This is an optimization exercise on Yosys and OpenROAD, whose aim is small area, not a production implementation. Function was checked by simulation only, so behaviour that the tests miss may differ from the original. Power figures rest on the tool's default switching activity, not on a simulated workload.

rev 12:
==> module axi_servo_ctl, before the edit <==
module axi_servo_ctl #
   (
    parameter integer C_AXI_DATA_WIDTH  = 32,
    parameter integer C_CLK_FREQ_HZ     = 100000000,
    parameter integer C_AXI_ADDR_WIDTH  = 32,
    parameter integer C_NUM_SERVOS      = 8,
    parameter integer C_PERIOD_US       = 20000,
    parameter integer C_DUTY_MIN_US     = 500,
    parameter integer C_DUTY_MAX_US     = 1800
)  (
    output wire [7:0]                     servo_ctl,
    input wire                            s_axi_aclk,
    input wire                            s_axi_aresetn,
    input wire [C_AXI_ADDR_WIDTH-1:0]     s_axi_awaddr,
    input wire [2:0]                      s_axi_awprot,
    input wire                            s_axi_awvalid,
    output wire                           s_axi_awready,
    input wire [C_AXI_DATA_WIDTH-1:0]     s_axi_wdata,
    input wire                            s_axi_wvalid,
    output wire                           s_axi_wready,
    output wire [1:0]                     s_axi_bresp,
    output reg                            s_axi_bvalid,
    input wire                            s_axi_bready,
    input wire [C_AXI_ADDR_WIDTH-1:0]     s_axi_araddr,
    input wire [2:0]                      s_axi_arprot,
    input wire                            s_axi_arvalid,
    output reg                            s_axi_arready,
    output reg [C_AXI_DATA_WIDTH-1:0]     s_axi_rdata,
    output wire [1:0]                     s_axi_rresp,
    output reg                            s_axi_rvalid,
    input wire                            s_axi_rready
    );
    wire resetn = s_axi_aresetn;
    reg [31:0]     en_r;      
    reg [8*24-1:0] ra, rb;    
    reg [8*8-1:0]  la, lb;    
    reg            ph;        
    reg            clr2;      
    reg aw_rdy;
    assign s_axi_awready = aw_rdy;
    assign s_axi_wready  = aw_rdy;
    assign s_axi_bresp   = 2'b00;
    assign s_axi_rresp   = 2'b00;
    wire aw_req = resetn && !aw_rdy && s_axi_awvalid && s_axi_wvalid;
    wire wren   = aw_rdy && s_axi_awvalid && s_axi_wvalid;
    always @(posedge s_axi_aclk)
        aw_rdy <= aw_req;
    always @(posedge s_axi_aclk) begin
        if (!resetn)
            s_axi_bvalid <= 1'b0;
        else if (wren && !s_axi_bvalid)
            s_axi_bvalid <= 1'b1;
        else if (s_axi_bready && s_axi_bvalid)
            s_axi_bvalid <= 1'b0;
    end
    wire [4:0]  widx = s_axi_awaddr[6:2];
    wire [31:0] wd   = s_axi_wdata & {32{resetn}};
    always @(posedge s_axi_aclk)
        if (!resetn || (wren && widx == 5'd0))
            en_r <= wd;
    wire       wring = (widx != 5'd0) && (widx <= 5'd16);
    wire [3:0] wm1   = widx[3:0] - 4'd1;
    wire       win_b = !(ph ^ widx[0]);
    wire       ins   = (aw_req || wren) && resetn && wring && win_b;
    wire       hold  = resetn && !clr2;
    wire       lins  = wren && resetn && wring;
    genvar i;
    generate
        for (i = 0; i < 8; i = i + 1) begin : g_ring
            wire s1 = ins && (wm1[3:1] == i);
            wire s2 = !s1 && hold;
            wire la_in = lins && (wm1[3:1] == i) && win_b;
            wire lb_in = lins && (wm1[3:1] == i) && !win_b;
            wire la_hd = !la_in && resetn;
            wire lb_hd = !lb_in && resetn;
            always @(posedge s_axi_aclk) begin
                ra[24 * i +: 24] <= (s_axi_wdata[31:8] & {24{s1}}) | (rb[24 * i +: 24] & {24{s2}});
                rb[24 * i +: 24] <= ra[24 * i +: 24];
                la[8 * i +: 8]   <= (s_axi_wdata[7:0] & {8{la_in}}) | (lb[8 * i +: 8] & {8{la_hd}});
                lb[8 * i +: 8]   <= (s_axi_wdata[7:0] & {8{lb_in}}) | (la[8 * i +: 8] & {8{lb_hd}});
            end
        end
    endgenerate
    always @(posedge s_axi_aclk) begin
        ph   <= !ph;
        clr2 <= !resetn;
    end
    always @(posedge s_axi_aclk) begin
        if (!resetn)
            s_axi_arready <= 1'b0;
        else
            s_axi_arready <= !s_axi_arready && s_axi_arvalid;
    end
    wire rden = s_axi_arready && s_axi_arvalid && !s_axi_rvalid;
    always @(posedge s_axi_aclk) begin
        if (!resetn)
            s_axi_rvalid <= 1'b0;
        else if (rden)
            s_axi_rvalid <= 1'b1;
        else if (s_axi_rvalid && s_axi_rready)
            s_axi_rvalid <= 1'b0;
    end
    wire [4:0]  ridx   = s_axi_araddr[6:2];
    wire [31:0] rdec   = 32'd1 << ridx;
    wire        rring  = (ridx != 5'd0) && (ridx <= 5'd16);
    wire        rin_b  = !(ph ^ ridx[0]);
    wire        ar_req = resetn && !s_axi_arready && s_axi_arvalid;
    wire        e0_ld  = ar_req && !s_axi_rvalid && rring && rin_b;
    wire        bypass = e0_ld && wren && (widx == ridx);
    reg         hi_done;    
    always @(posedge s_axi_aclk)
        hi_done <= e0_ld;
    reg [31:0] rmux;
    integer j;
    always @(*) begin
        rmux = (en_r & {32{rdec[0]}}) | (s_axi_wdata & {32{bypass}});
        for (j = 0; j < 8; j = j + 1)
            rmux = rmux | ({rb[24 * j +: 24], lb[8 * j +: 8]}
                           & {32{(rdec[2 * j + 1] | rdec[2 * j + 2]) && !bypass && !clr2}});
    end
    always @(posedge s_axi_aclk)
        if ((rden && !hi_done) || e0_ld)
            s_axi_rdata <= rmux;
    generate
        for (i = 0; i < 8; i = i + 1) begin : g_servo
            axi_servo_pwm pwm (
                .resetn    ( resetn                       ),
                .clk       ( s_axi_aclk                   ),
                .position  ( la[8 * i +: 8]               ),
                .trim      ( lb[8 * i +: 8]               ),
                .enable    ( en_r[i]                      ),
                .servo_ctl ( servo_ctl[i]                 )
            );
        end
    endgenerate
endmodule
export LEC_CHECK = 0
export CAP_MARGIN = 0
export CORE_MARGIN = 2
export CORE_UTILIZATION = 60
export SLEW_MARGIN = 0
create_clock -name core_clock -period 10.0 [get_ports {s_axi_aclk}]
standard.sh (not shown) runs the stock make flow with config.mk's settings and CLKGATE_MAP_FILE= SYNTH_SCRIPT=/design/flow/synth_recipe.tcl, a recipe that flattens the netlist after the stock synthesis.
==> flow/flow/run.sh <==
#!/bin/bash
# Layout flow: the standard ORFS flow (standard.sh) with these changes:
#  1. synthesis is the standard flow's (synth_recipe.tcl), except that ABC uses an area-oriented script
#     (flow/synth_area.tcl, flow/area.abc); registers are mapped before ABC, so they are the
#     standard synthesis's. Then the combinational gates are mapped again by ABC with the same
#     script (flow/reopt.tcl); the flip-flops are untouched. The re-mapped netlist is used only
#     if a SAT proof (flow/equiv.ys) shows it equal to the synthesized one with the flip-flops
#     cut into ports;
#  2. port buffers of the smallest buffer cell (buf_1);
#  3. a clock tree of clkbuf_8 leaf clusters without balancing dummy loads.
# Each tool writes its full output to a log in this folder (orfs/logs/... for ORFS steps).
set -euo pipefail
HERE=$PWD
FL=$HERE/flow
R=$HERE/orfs/results/$FLOW_PLATFORM/axi_servo_ctl/base
LIB=$FLOW_HOME/platforms/$FLOW_PLATFORM/lib/sky130_fd_sc_hd__tt_025C_1v80.lib
YOSYS=$(command -v yosys || echo "$FLOW_HOME/../tools/install/yosys/bin/yosys")

sed -e "s|@AREA_ABC@|$FL/area.abc|" -e "s|@FLOW_SYNTH@|$HERE/synth_recipe.tcl|" \
  "$FL/synth_area.tcl" > synth_area_run.tcl
if ! bash standard.sh "SYNTH_SCRIPT=$HERE/synth_area_run.tcl" synth > synth_make.log 2>&1; then
  echo "area synthesis failed; running the standard synthesis" > synth_fallback.txt
  rm -rf orfs
  bash standard.sh synth > synth_std_make.log 2>&1
fi

cp "$R/1_2_yosys.v" std_1_2_yosys.v
python3 "$FL/genmodels.py" "$LIB" cells.v > genmodels.log 2>&1
DONT_USE=$(make -s -C "$FLOW_HOME" DESIGN_CONFIG="$HERE/config.mk" print-DONT_USE_CELLS 2>/dev/null | sed 's/^DONT_USE_CELLS: //')
if LIBFILE="$LIB" CELLS_V=cells.v IN_V=std_1_2_yosys.v TOP="$FLOW_TOP" DONT_USE="$DONT_USE" \
     ABC_SCRIPT="$FL/area.abc" OUT_V=reopt.v "$YOSYS" -c "$FL/reopt.tcl" > reopt.log 2>&1 &&
   python3 "$FL/cutff.py" std_1_2_yosys.v std_cut.v > cutff.log 2>&1 &&
   python3 "$FL/cutff.py" reopt.v reopt_cut.v >> cutff.log 2>&1 &&
   "$YOSYS" "$FL/equiv.ys" > equiv.log 2>&1 &&
   grep -q "SAT proof finished - no model found: SUCCESS" equiv.log; then
  echo "using the re-mapped netlist" > reopt_used.txt
  cp reopt.v "$R/1_2_yosys.v"
  touch "$R/1_2_yosys.v"
else
  echo "re-mapping failed or was not proven; keeping the standard netlist" > reopt_used.txt
fi

bash standard.sh \
  "BUFFER_PORTS_ARGS=-buffer_cell sky130_fd_sc_hd__buf_1" \
  "CTS_ARGS=-sink_clustering_enable -repair_clock_nets -dont_use_dummy_load -buf_list sky130_fd_sc_hd__clkbuf_8 -sink_clustering_size 18 -sink_clustering_max_diameter 55" \
  finish > flow_make.log 2>&1
Other scripts of this flow, unchanged in this note and not shown: flow/flow/area.abc, flow/flow/cutff.py, flow/flow/equiv.ys, flow/flow/genmodels.py, flow/flow/reopt.tcl, flow/flow/synth_area.tcl
What rev 13 does differently from rev 12 at the input level:
-- flow/design.v --
<<< rev 12, line 86
    wire resetn = s_axi_aresetn;
    reg [31:0]     en_r;      
    reg [8*24-1:0] ra, rb;    
    reg [8*8-1:0]  la, lb;    
    reg            ph;        
    reg            clr2;      
>>> rev 13, line 86
    wire resetn = s_axi_aresetn;
    reg [31:0]     en_r;      
    reg [16*8-1:0] lowb;      
    reg [8*24-1:0] ra, rb;    
    reg            ph;        
    reg            clr2;      
<<< rev 12, line 112
        if (!resetn || (wren && widx == 5'd0))
            en_r <= wd;
    wire       wring = (widx != 5'd0) && (widx <= 5'd16);
    wire [3:0] wm1   = widx[3:0] - 4'd1;
>>> rev 13, line 112
        if (!resetn || (wren && widx == 5'd0))
            en_r <= wd;
    genvar k;
    generate
        for (k = 1; k <= 16; k = k + 1) begin : g_low
            always @(posedge s_axi_aclk)
                if (!resetn || (wren && widx == k))
                    lowb[8 * (k - 1) +: 8] <= wd[7:0];
        end
    endgenerate
    wire       wring = (widx != 5'd0) && (widx <= 5'd16);
    wire [3:0] wm1   = widx[3:0] - 4'd1;
<<< rev 12, line 117
    wire       ins   = (aw_req || wren) && resetn && wring && win_b;
    wire       hold  = resetn && !clr2;
    wire       lins  = wren && resetn && wring;
    genvar i;
    generate
>>> rev 13, line 125
    wire       ins   = (aw_req || wren) && resetn && wring && win_b;
    wire       hold  = resetn && !clr2;
    genvar i;
    generate
<<< rev 12, line 123
            wire s1 = ins && (wm1[3:1] == i);
            wire s2 = !s1 && hold;
            wire la_in = lins && (wm1[3:1] == i) && win_b;
            wire lb_in = lins && (wm1[3:1] == i) && !win_b;
            wire la_hd = !la_in && resetn;
            wire lb_hd = !lb_in && resetn;
            always @(posedge s_axi_aclk) begin
                ra[24 * i +: 24] <= (s_axi_wdata[31:8] & {24{s1}}) | (rb[24 * i +: 24] & {24{s2}});
                rb[24 * i +: 24] <= ra[24 * i +: 24];
                la[8 * i +: 8]   <= (s_axi_wdata[7:0] & {8{la_in}}) | (lb[8 * i +: 8] & {8{la_hd}});
                lb[8 * i +: 8]   <= (s_axi_wdata[7:0] & {8{lb_in}}) | (la[8 * i +: 8] & {8{lb_hd}});
            end
        end
>>> rev 13, line 130
            wire s1 = ins && (wm1[3:1] == i);
            wire s2 = !s1 && hold;
            always @(posedge s_axi_aclk) begin
                ra[24 * i +: 24] <= (s_axi_wdata[31:8] & {24{s1}}) | (rb[24 * i +: 24] & {24{s2}});
                rb[24 * i +: 24] <= ra[24 * i +: 24];
            end
        end
<<< rev 12, line 154
            s_axi_rvalid <= 1'b0;
    end
    wire [4:0]  ridx   = s_axi_araddr[6:2];
    wire [31:0] rdec   = 32'd1 << ridx;
    wire        rring  = (ridx != 5'd0) && (ridx <= 5'd16);
    wire        rin_b  = !(ph ^ ridx[0]);
    wire        ar_req = resetn && !s_axi_arready && s_axi_arvalid;
    wire        e0_ld  = ar_req && !s_axi_rvalid && rring && rin_b;
    wire        bypass = e0_ld && wren && (widx == ridx);
    reg         hi_done;    
    always @(posedge s_axi_aclk)
        hi_done <= e0_ld;
    reg [31:0] rmux;
    integer j;
    always @(*) begin
        rmux = (en_r & {32{rdec[0]}}) | (s_axi_wdata & {32{bypass}});
        for (j = 0; j < 8; j = j + 1)
            rmux = rmux | ({rb[24 * j +: 24], lb[8 * j +: 8]}
                           & {32{(rdec[2 * j + 1] | rdec[2 * j + 2]) && !bypass && !clr2}});
    end
    always @(posedge s_axi_aclk)
        if ((rden && !hi_done) || e0_ld)
            s_axi_rdata <= rmux;
    generate
>>> rev 13, line 155
            s_axi_rvalid <= 1'b0;
    end
    wire [4:0] ridx  = s_axi_araddr[6:2];
    wire [31:0] rdec  = 32'd1 << ridx;
    wire        rin_a = ph ^ ridx[0];
    reg [31:0] rmux;
    integer j;
    always @(*) begin
        rmux = en_r & {32{rdec[0]}};
        for (j = 1; j <= 16; j = j + 1)
            rmux[7:0] = rmux[7:0] | (lowb[8 * (j - 1) +: 8] & {8{rdec[j]}});
        for (j = 0; j < 8; j = j + 1)
            rmux[31:8] = rmux[31:8]
                       | (ra[24 * j +: 24] & {24{(rdec[2 * j + 1] | rdec[2 * j + 2]) & rin_a & !clr2}})
                       | (rb[24 * j +: 24] & {24{(rdec[2 * j + 1] | rdec[2 * j + 2]) & !rin_a & !clr2}});
    end
    wire ar_req = resetn && !s_axi_arready && s_axi_arvalid;
    wire rconf  = aw_req && wring && win_b && ar_req && !s_axi_rvalid && (ridx == widx);
    reg  skip;
    always @(posedge s_axi_aclk)
        skip <= rconf;
    always @(posedge s_axi_aclk)
        if ((rden && !skip) || rconf)
            s_axi_rdata <= rmux;
    generate
<<< rev 12, line 180
                .resetn    ( resetn                       ),
                .clk       ( s_axi_aclk                   ),
                .position  ( la[8 * i +: 8]               ),
                .trim      ( lb[8 * i +: 8]               ),
                .enable    ( en_r[i]                      ),
                .servo_ctl ( servo_ctl[i]                 )
>>> rev 13, line 182
                .resetn    ( resetn                       ),
                .clk       ( s_axi_aclk                   ),
                .position  ( lowb[8 * (2 * i + 1) +: 8]   ),
                .trim      ( lowb[8 * (2 * i) +: 8]       ),
                .enable    ( en_r[i]                      ),
                .servo_ctl ( servo_ctl[i]                 )
[summary]
Looking at detailed-routed wire length on met3, rev 13 sits about 40% above rev 12. Summary of rev 13 over rev 12: worst hold slack now smaller; wire length of the first global-routing pass climbed 13%; multi-input logic area saw a decrease; buffering stage count on the worst path with inverters included went up. [compare] base=rev 12 new=rev 13: post-route cell area +3.6%; post-synthesis instance total -39; clock network power share -1.5 points; final critical-path required period -0.21 ns. Rev 12 → rev 13: clock buffer count in the final layout rose 1; flip-flop and latch area rose 0.0013 mm^2; full die area rose about 3.2%; global-route usage rose 2.9 points. Between rev 12 and rev 13, the power dissipated in the clock network figures differ only marginally.

static timing again, ports no longer ideal:
How much do the figures lean on ideal ports? The routed layouts below were timed once more, with nothing changed but the port constraints.
Step 1, drivers: a clkbuf_16 drives s_axi_aclk and a buf_2 each remaining input, both assumed.
Step 2 moves the port delays by t, midway between the first and last clock arrival at a register: inputs arrive t later, outputs are due t later. That takes back most of the time a late clock gives input paths.
Three values: no drivers, after step 1, after step 2; two values: the first two.
run	t (ns)	setup slack, ns	worst setup path at the end
rev 12	0.753	4.806 / 4.847 / 4.094	input to register
rev 13	0.767	5.018 / 4.991 / 4.224	input to register
After both steps setup and hold are still met in every run listed. The setup slack of rev 13, which loses most, moves by -0.027 ns with the drivers and by -0.794 ns with both steps.
